Background: an optimization exercise with open tools, aiming at small area, a short achievable clock period and few clock cycles per item. Do not read the settings as production practice.
In this exercise RTL edits were held to simulation tests only and were not proved equivalent to the original.

**design/flow/run.sh**
```bash
#!/bin/bash
# synth_recipe.tcl (not shown) runs the flow's synth.tcl, then flattens the netlist and writes it again
# the make line also repeats each setting of config.mk as NAME=value (left out here)
make -C /OpenROAD-flow-scripts/flow DESIGN_CONFIG=/design/flow/config.mk WORK_HOME=/design/flow/orfs CLKGATE_MAP_FILE= SYNTH_SCRIPT=/design/flow/synth_recipe.tcl finish
```
**design/flow/constraint.sdc**
```tcl
create_clock -name core_clock -period 12.0 [get_ports {clk}]
set_input_delay 2.4000 -clock core_clock [delete_from_list [all_inputs] [get_ports {clk}]]
set_output_delay 2.4000 -clock core_clock [all_outputs]
set_load 0.01 [all_outputs]
```
**design/flow/design.v**
```verilog
`timescale 1ns / 1ps
module axis_biquad_iir #(
  parameter TKEEP_WIDTH  = 4,
  parameter COEFF_WIDTH  = 25,
  parameter INOUT_WIDTH  = 16,
  parameter SCALE_FACTOR = 23,
  parameter B0_INT_COEFF = 514530,
  parameter B1_INT_COEFF = 0,
  parameter B2_INT_COEFF = -514530,
  parameter A1_INT_COEFF = -15932677,
  parameter A2_INT_COEFF = 7814858
)(
  input                                   clk,
  input                                   rst_n,
  input                                   s_axis_tvalid,
  input                                   s_axis_tlast,
  input             [TKEEP_WIDTH - 1 : 0] s_axis_tkeep,
  input      signed [INOUT_WIDTH - 1 : 0] s_axis_tdata,
  output                                  s_axis_tready, 
  input                                   m_axis_tready,
  output     signed [INOUT_WIDTH - 1 : 0] m_axis_tdata,
  output                                  m_axis_tvalid,
  output reg                              m_axis_tlast,
  output reg        [TKEEP_WIDTH - 1 : 0] m_axis_tkeep
);
  localparam signed [COEFF_WIDTH - 1 : 0]         b0_fixed        = B0_INT_COEFF;
  localparam signed [COEFF_WIDTH - 1 : 0]         b1_fixed        = B1_INT_COEFF;
  localparam signed [COEFF_WIDTH - 1 : 0]         b2_fixed        = B2_INT_COEFF;
  localparam signed [COEFF_WIDTH - 1 : 0]         a1_fixed        = A1_INT_COEFF;
  localparam signed [COEFF_WIDTH - 1 : 0]         a2_fixed        = A2_INT_COEFF;
  reg  signed [INOUT_WIDTH - 1 : 0]               r_x_z1;
  reg  signed [INOUT_WIDTH - 1 : 0]               r_x_z2;
  reg  signed [INOUT_WIDTH - 1 : 0]               r_y_z1;
  reg  signed [INOUT_WIDTH - 1 : 0]               r_y_z2;
  wire signed [INOUT_WIDTH + COEFF_WIDTH - 1 : 0] w_product_b0;
  wire signed [INOUT_WIDTH + COEFF_WIDTH - 1 : 0] w_product_b1;
  wire signed [INOUT_WIDTH + COEFF_WIDTH - 1 : 0] w_product_b2;
  wire signed [INOUT_WIDTH + COEFF_WIDTH - 1 : 0] w_product_a1;
  wire signed [INOUT_WIDTH + COEFF_WIDTH - 1 : 0] w_product_a2;
  wire signed [INOUT_WIDTH + COEFF_WIDTH - 1 : 0] w_sum;
  wire signed [INOUT_WIDTH + COEFF_WIDTH - 1 : 0] w_y;
  localparam READY    = 1'b0;
  localparam BUSY     = 1'b1; 
  reg r_current_state;
  always @(posedge clk) begin
    m_axis_tkeep   <= {TKEEP_WIDTH{1'b1}};
  end
  always @(posedge clk, negedge rst_n) begin
    if (~rst_n) begin
      r_current_state <= READY;
      m_axis_tlast    <= 1'b0;
      r_x_z1          <= 16'd0;
      r_x_z2          <= 16'd0;
      r_y_z1          <= 16'd0;
      r_y_z2          <= 16'd0;
    end else begin
      case (r_current_state)
        READY : begin
          if (s_axis_tvalid) begin
            r_current_state <= BUSY;
            m_axis_tlast    <= s_axis_tlast;
            r_x_z1          <= s_axis_tdata;
            r_x_z2          <= r_x_z1;
            r_y_z1          <= w_y[INOUT_WIDTH - 1 : 0];
            r_y_z2          <= r_y_z1;
          end
        end
        default : begin
          if (m_axis_tready) begin
            r_current_state <= READY;
          end
        end
      endcase
    end 
  end
  assign w_product_b0  = s_axis_tdata * b0_fixed;
  assign w_product_b1  = r_x_z1       * b1_fixed;
  assign w_product_b2  = r_x_z2       * b2_fixed;
  assign w_product_a1  = r_y_z1       * -a1_fixed;
  assign w_product_a2  = r_y_z2       * -a2_fixed;
  assign w_sum         = w_product_b0 + w_product_b1 + w_product_b2 + w_product_a1 + w_product_a2;
  assign w_y           = w_sum >>> SCALE_FACTOR;
  assign m_axis_tdata  = r_y_z1;
  assign m_axis_tvalid = (r_current_state == BUSY);
  assign s_axis_tready = (r_current_state == READY);
endmodule
`timescale 1ns / 1ps
module axis_biquad_iir_4th #(
  parameter TKEEP_WIDTH       = 4,
  parameter COEFF_WIDTH       = 25,
  parameter INOUT_WIDTH       = 16,
  parameter SCALE_FACTOR      = 23,
  parameter SOS0_B0_INT_COEFF = 514530,  
  parameter SOS0_B1_INT_COEFF = 0,
  parameter SOS0_B2_INT_COEFF = -514530,
  parameter SOS0_A1_INT_COEFF = -15932677,
  parameter SOS0_A2_INT_COEFF = 7814858,
  parameter SOS1_B0_INT_COEFF = 514530,
  parameter SOS1_B1_INT_COEFF = 0,
  parameter SOS1_B2_INT_COEFF = -514530,
  parameter SOS1_A1_INT_COEFF = -16534189,
  parameter SOS1_A2_INT_COEFF = 8180250,
  parameter SOS2_B0_INT_COEFF = 498645,
  parameter SOS2_B1_INT_COEFF = 0,
  parameter SOS2_B2_INT_COEFF = -498645,
  parameter SOS2_A1_INT_COEFF = -16019050,
  parameter SOS2_A2_INT_COEFF = 7687568,
  parameter SOS3_B0_INT_COEFF = 498645,
  parameter SOS3_B1_INT_COEFF = 0,
  parameter SOS3_B2_INT_COEFF = -498645,
  parameter SOS3_A1_INT_COEFF = -15487989,
  parameter SOS3_A2_INT_COEFF = 7253728
)(
  input                                   clk,
  input                                   rst_n,
  input                                   s_axis_tvalid,
  input                                   s_axis_tlast,
  input             [TKEEP_WIDTH - 1 : 0] s_axis_tkeep,
  input      signed [INOUT_WIDTH - 1 : 0] s_axis_tdata,
  output                                  s_axis_tready, 
  input                                   m_axis_tready,
  output     signed [INOUT_WIDTH - 1 : 0] m_axis_tdata,
  output                                  m_axis_tvalid,
  output reg                              m_axis_tlast,
  output reg        [TKEEP_WIDTH - 1 : 0] m_axis_tkeep
);
  wire signed [INOUT_WIDTH - 1 : 0] sos0_to_sos1_tdata;
  wire                              sos1_to_sos0_tready;
  wire                              sos0_to_sos1_tvalid;
  wire                              sos0_to_sos1_tlast;
  wire        [TKEEP_WIDTH - 1 : 0] sos0_to_sos1_tkeep;
  wire signed [INOUT_WIDTH - 1 : 0] sos1_to_sos2_tdata;
  wire                              sos2_to_sos1_tready;
  wire                              sos1_to_sos2_tvalid;
  wire                              sos1_to_sos2_tlast;
  wire        [TKEEP_WIDTH - 1 : 0] sos1_to_sos2_tkeep;
  wire signed [INOUT_WIDTH - 1 : 0] sos2_to_sos3_tdata;
  wire                              sos3_to_sos2_tready;
  wire                              sos2_to_sos3_tvalid;
  wire                              sos2_to_sos3_tlast;
  wire        [TKEEP_WIDTH - 1 : 0] sos2_to_sos3_tkeep;
  axis_biquad_iir #(
    .TKEEP_WIDTH   (TKEEP_WIDTH),
    .COEFF_WIDTH   (COEFF_WIDTH),
    .INOUT_WIDTH   (INOUT_WIDTH),
    .SCALE_FACTOR  (SCALE_FACTOR),
    .B0_INT_COEFF  (SOS0_B0_INT_COEFF),
    .B1_INT_COEFF  (SOS0_B1_INT_COEFF),
    .B2_INT_COEFF  (SOS0_B2_INT_COEFF),
    .A1_INT_COEFF  (SOS0_A1_INT_COEFF),
    .A2_INT_COEFF  (SOS0_A2_INT_COEFF)
  )axis_biquad_iir_sos0(
    .clk           (clk),
    .rst_n         (rst_n),
    .s_axis_tvalid (s_axis_tvalid),
    .s_axis_tlast  (s_axis_tlast),
    .s_axis_tkeep  (s_axis_tkeep),
    .s_axis_tdata  (s_axis_tdata),
    .s_axis_tready (s_axis_tready),
    .m_axis_tready (sos1_to_sos0_tready),
    .m_axis_tdata  (sos0_to_sos1_tdata),
    .m_axis_tvalid (sos0_to_sos1_tvalid),
    .m_axis_tlast  (sos0_to_sos1_tlast),
    .m_axis_tkeep  (sos0_to_sos1_tkeep)
  );
  axis_biquad_iir #(
    .TKEEP_WIDTH   (TKEEP_WIDTH),
    .COEFF_WIDTH   (COEFF_WIDTH),
    .INOUT_WIDTH   (INOUT_WIDTH),
    .SCALE_FACTOR  (SCALE_FACTOR),
    .B0_INT_COEFF  (SOS1_B0_INT_COEFF),
    .B1_INT_COEFF  (SOS1_B1_INT_COEFF),
    .B2_INT_COEFF  (SOS1_B2_INT_COEFF),
    .A1_INT_COEFF  (SOS1_A1_INT_COEFF),
    .A2_INT_COEFF  (SOS1_A2_INT_COEFF)
  )axis_biquad_iir_sos1(
    .clk           (clk),
    .rst_n         (rst_n),
    .s_axis_tvalid (sos0_to_sos1_tvalid),
    .s_axis_tlast  (sos0_to_sos1_tlast),
    .s_axis_tkeep  (sos0_to_sos1_tkeep),
    .s_axis_tdata  (sos0_to_sos1_tdata),
    .s_axis_tready (sos1_to_sos0_tready),
    .m_axis_tready (sos2_to_sos1_tready),
    .m_axis_tdata  (sos1_to_sos2_tdata),
    .m_axis_tvalid (sos1_to_sos2_tvalid),
    .m_axis_tlast  (sos1_to_sos2_tlast),
    .m_axis_tkeep  (sos1_to_sos2_tkeep)
  );
  axis_biquad_iir #(
    .TKEEP_WIDTH   (TKEEP_WIDTH),
    .COEFF_WIDTH   (COEFF_WIDTH),
    .INOUT_WIDTH   (INOUT_WIDTH),
    .SCALE_FACTOR  (SCALE_FACTOR),
    .B0_INT_COEFF  (SOS2_B0_INT_COEFF),
    .B1_INT_COEFF  (SOS2_B1_INT_COEFF),
    .B2_INT_COEFF  (SOS2_B2_INT_COEFF),
    .A1_INT_COEFF  (SOS2_A1_INT_COEFF),
    .A2_INT_COEFF  (SOS2_A2_INT_COEFF)
  )axis_biquad_iir_sos2(
    .clk           (clk),
    .rst_n         (rst_n),
    .s_axis_tvalid (sos1_to_sos2_tvalid),
    .s_axis_tlast  (sos1_to_sos2_tlast),
    .s_axis_tkeep  (sos1_to_sos2_tkeep),
    .s_axis_tdata  (sos1_to_sos2_tdata),
    .s_axis_tready (sos2_to_sos1_tready),
    .m_axis_tready (sos3_to_sos2_tready),
    .m_axis_tdata  (sos2_to_sos3_tdata),
    .m_axis_tvalid (sos2_to_sos3_tvalid),
    .m_axis_tlast  (sos2_to_sos3_tlast),
    .m_axis_tkeep  (sos2_to_sos3_tkeep)
  );
  axis_biquad_iir #(
    .TKEEP_WIDTH   (TKEEP_WIDTH),
    .COEFF_WIDTH   (COEFF_WIDTH),
    .INOUT_WIDTH   (INOUT_WIDTH),
    .SCALE_FACTOR  (SCALE_FACTOR),
    .B0_INT_COEFF  (SOS3_B0_INT_COEFF),
    .B1_INT_COEFF  (SOS3_B1_INT_COEFF),
    .B2_INT_COEFF  (SOS3_B2_INT_COEFF),
    .A1_INT_COEFF  (SOS3_A1_INT_COEFF),
    .A2_INT_COEFF  (SOS3_A2_INT_COEFF)
  )axis_biquad_iir_sos3(
    .clk           (clk),
    .rst_n         (rst_n),
    .s_axis_tvalid (sos2_to_sos3_tvalid),
    .s_axis_tlast  (sos2_to_sos3_tlast),
    .s_axis_tkeep  (sos2_to_sos3_tkeep),
    .s_axis_tdata  (sos2_to_sos3_tdata),
    .s_axis_tready (sos3_to_sos2_tready),
    .m_axis_tready (m_axis_tready),
    .m_axis_tdata  (m_axis_tdata),
    .m_axis_tvalid (m_axis_tvalid),
    .m_axis_tlast  (m_axis_tlast),
    .m_axis_tkeep  (m_axis_tkeep)
  );
endmodule
```
**design/flow/config.mk**
```make
export PLATFORM = sky130hd
export DESIGN_NAME = axis_biquad_iir_4th
export DESIGN_NICKNAME = axis_biquad_iir_4th
export VERILOG_FILES = /design/flow/design.v
export SDC_FILE = /design/flow/constraint.sdc
export NUM_CORES = 4
export LEC_CHECK = 0
export CAP_MARGIN = 20
export CORE_MARGIN = 2
export CORE_UTILIZATION = 40
export PLACE_DENSITY = 0.6
export SLEW_MARGIN = 20
```
==> impl_metrics.toml <==
[status]
status = "no timing/DRC/antenna violations"

[die]
ios = 48
coreArea_mm2 = 0.290
die_height_um = 544
row_count = 198
dieArea_mm2 = 0.296
start_util = 0.401
die_width_um = 544

[clocking]
cts_tree = "done"
cts.htree.levels = 2
cts_root_buffer = "clkbuf_16"
clk_latency_ps = 650
cts_made_buffers = 39
clkSlewWorstSetupHoldPaths_ps = 60
clk_path_buf_depth = 3
cts_sinks = 264

[place]
dpl-instance-area_mm2 = 0.125
finalWeightedCongestion = 0.997
dp_hpwl_mm = 281
place_inst = 16106
port_buffers = 39

[worst_setup_path]
critPathLaunchType = "primary input"
r2r-end = "axis_biquad_iir_sos1.r_y_z1[15]"
worstSetupEndpointType = "flop"
rrSetupSlack_ps = 470
worstPathMaxFanout = 4
reg2reg_depth = 43
arrival_ps = 12070
rr_startpoint = "axis_biquad_iir_sos1.r_y_z2[5]"
crit_path_max_incr_delay_ps = 530
required_ps = 12500
cp_slowest_cell = "fa_1"
critPathMostFrequentCell = "fa_1"
worstSetupPathType = "in2reg"

[yosys]
syn_area_per_cell_um2 = 9.89
synth_edf_count = 0
synth_top_family_by_area = "adder cells"
synth-adder-area-share = 0.663
yosysWarnings = 4
synthFlopType = "dfrtp_1"
async_flop_share = 1.00
synth_seq_cells = 264
synth_compound_area_frac = 0.0700
ys_seq_area_frac = 0.0567
ys_types = 83
synthMuxAreaShare = 0.00313
synth_cells = 11783
synth-simple-area-share = 0.0453
netlist_area_mm2 = 0.117
yosys.area_share.xor_xnor = 0.0411

[timing]
drv_slew = 0
rsz0062_at_grt = "yes"
hold_viol = 0
clock_skew_ps = 49.3
tightest_slew_ps = 959
fmax_mhz = 86.4
setup_violations = 0
period_needed_ps = 11570
slew_headroom = 0.356
fin_crit_sh = 0.964
whs_ps = 428

[flow_run]
maxCapViolCount = 0

[detailed_routing]
vias = 77386
finalWirelength_mm = 308
wl_per_cell_um = 19.0
drc_errors = 0
via_per_inst = 4.78
detail-route-antenna-nets = 0
dr.pass1.iters = 5
drtIter0Drc = 3502

[final_layout]
final_area_mm2 = 0.127
final_cell_mix = "3,683 x inv_1, 2,405 x ha_1, 2,336 x fa_1"
drive_gt1_frac = 0.0561
layoutNonFillerInstCount = 16186
final_common_cell = "inv_1"
fin_nets = 17047
area_growth_syn_to_layout_pct = 8.86

[hold_path]
min_path_cells = 2
holdPathEnd = "axis_biquad_iir_sos1.r_x_z2[1]"
hp-start = "axis_biquad_iir_sos1.r_x_z1[1]"
hp-class = "reg2reg"

[grt]
grt_use_total = 0.215
gr-total-overflow = 0
grt_pass1_wl_mm = 487
grt_max_degree = 89
grt_pass1_vias = 84113
antenna_found_initial = 8
==> cell families (layout without fill, tap and decap cells) <==
logic type / after synthesis / count (layout)
buf+inv: 3751 / 4248
fa+ha+maj: 4764 / 4764
flops: 264 / 264
compound gates: 1295 / 1295
other cells: 1 / 7
xor+xnor: 541 / 541
simple gates: 1134 / 1134
mux: 33 / 33
==> per-layer routing <==
layer  up-vias  track usage  wire length (um)
met5         -            0                13
met4         2       0.0897             15700
met3       502       0.0168              8940
met2      1273        0.381            153000
met1     38411        0.270            130000
li1      37198            -                 -
==> cell type report <==
| class | count | area, um^2 |
|---|---|---|
| fillers | 28446 | 164000 |
| inverters | 3686 | 13800 |
| repair buffers | 496 | 3860 |
| diodes | 3 | 7.51 |
| flip-flops and latches | 264 | 6610 |
| multi-input cells | 7771 | 96300 |
| clock buffers | 47 | 1050 |
| well taps | 3900 | 4880 |
| clock inverters | 19 | 272 |
==> cells in the mapped netlist (53+ instances only) <==
cell,n,area [um^2]
clkbuf_1,55,206
ha_1,2419,30300
a21o_1,174,1310
nand2b_1,66,413
o21a_1,53,398
inv_1,3686,13800
dfrtp_1,264,6610
o21ai_0,351,1760
fa_1,2345,46900
xor2_1,169,1480
a21oi_1,353,1770
nand2_1,492,1850
nand3_1,77,385
o21bai_1,65,488
nor2_1,196,736
xnor2_1,368,3220
nor3_1,57,285
==> stage by stage <==
| stage | setup TNS (ps) | util | setup WS [ps] |
|---|---|---|---|
| 2_1_floorplan | 0 | - | 14.7 |
| 3_3_place_gp | -6800 | 0.430 | -1040 |
| 3_5_place_dp | -6560 | 0.430 | -1020 |
| 4_1_cts | 0 | 0.435 | 4.82 |
| 5_1_grt | -95.6 | 0.437 | -75.3 |
| 6_report | 0 | 0.437 | 432 |
==> state kept, by name, indices dropped and copies added (netlist names), 16 cells and up <==
signal and count:
axis_biquad_iir_sos2.r_y_z2 16, axis_biquad_iir_sos1.r_y_z1 16, axis_biquad_iir_sos2.r_x_z2 16, axis_biquad_iir_sos3.r_y_z1 16, axis_biquad_iir_sos0.r_y_z1 16, axis_biquad_iir_sos0.r_y_z2 16, axis_biquad_iir_sos2.r_x_z1 16, axis_biquad_iir_sos1.r_x_z1 16
axis_biquad_iir_sos2.r_y_z1 16, axis_biquad_iir_sos3.r_x_z1 16, axis_biquad_iir_sos0.r_x_z1 16, axis_biquad_iir_sos1.r_y_z2 16, axis_biquad_iir_sos0.r_x_z2 16, axis_biquad_iir_sos3.r_x_z2 16, axis_biquad_iir_sos3.r_y_z2 16, axis_biquad_iir_sos1.r_x_z2 16
==> timing repair <==
item,in CTS,in global routing
hold buffers,0,0
endpoints found under the hold margin,0,0
gates resized for setup,23,87
setup buffers,2,9
endpoints found under the setup margin,3,18
pin swaps,18,61
==> worst max-delay path by stage <==
stage,slack (ps),cells past startpoint,from,end
3_3_place_gp,-1040,38,s_axis_tdata[2],axis_biquad_iir_sos0.r_y_z1[15]
5_1_grt,-80,47,axis_biquad_iir_sos1.r_y_z2[1],axis_biquad_iir_sos1.r_y_z1[15]
4_1_cts,5,41,axis_biquad_iir_sos1.r_y_z2[5],axis_biquad_iir_sos1.r_y_z1[15]
2_1_floorplan,10,37,s_axis_tdata[1],axis_biquad_iir_sos0.r_y_z1[15]
3_5_place_dp,-1020,41,s_axis_tdata[2],axis_biquad_iir_sos0.r_y_z1[15]
6_report,430,42,s_axis_tdata[1],axis_biquad_iir_sos0.r_y_z1[15]
==> critical path: cells and delay by family <==
kind | cells | cell delay, ps
xor+xnor | 4 | 730
simple gates | 5 | 440
compound gates | 8 | 1650
buf+inv | 12 | 1010
fa+ha+maj | 13 | 5800
Testbench counts, summed over its fixed seeds: cycles 32,024, items 16,000.

port drivers added, routing unchanged:
The results above use ideal ports. As a check the final layout listed here was re-extracted and re-timed, cells and wires unchanged. Step 1: set_driving_cell puts a clkbuf_16 on clk and a buf_2 on each other input, an assumption about the parent block. Step 2 adds t to the input delays and takes it off the output delays; t is the mean of the earliest and latest rising clock arrival at the registers after step 1. Input paths then give back, and output paths get back, about the clock's delay inside the block. Slacks: ideal ports / drivers / drivers and shift; pairs: ideal ports / drivers.
shift t [ns]: 0.716
setup WS [ns]: 0.432 / 0.441 / -0.275
worst register clock-pin slew, ns: 0.07 / 0.07
worst slew at a driven data input, ns: 0.12
With both steps, setup timing fails in this run, where it was met with ideal ports. The setup slack of this run moves by +0.009 ns with the drivers and by -0.707 ns with both steps.
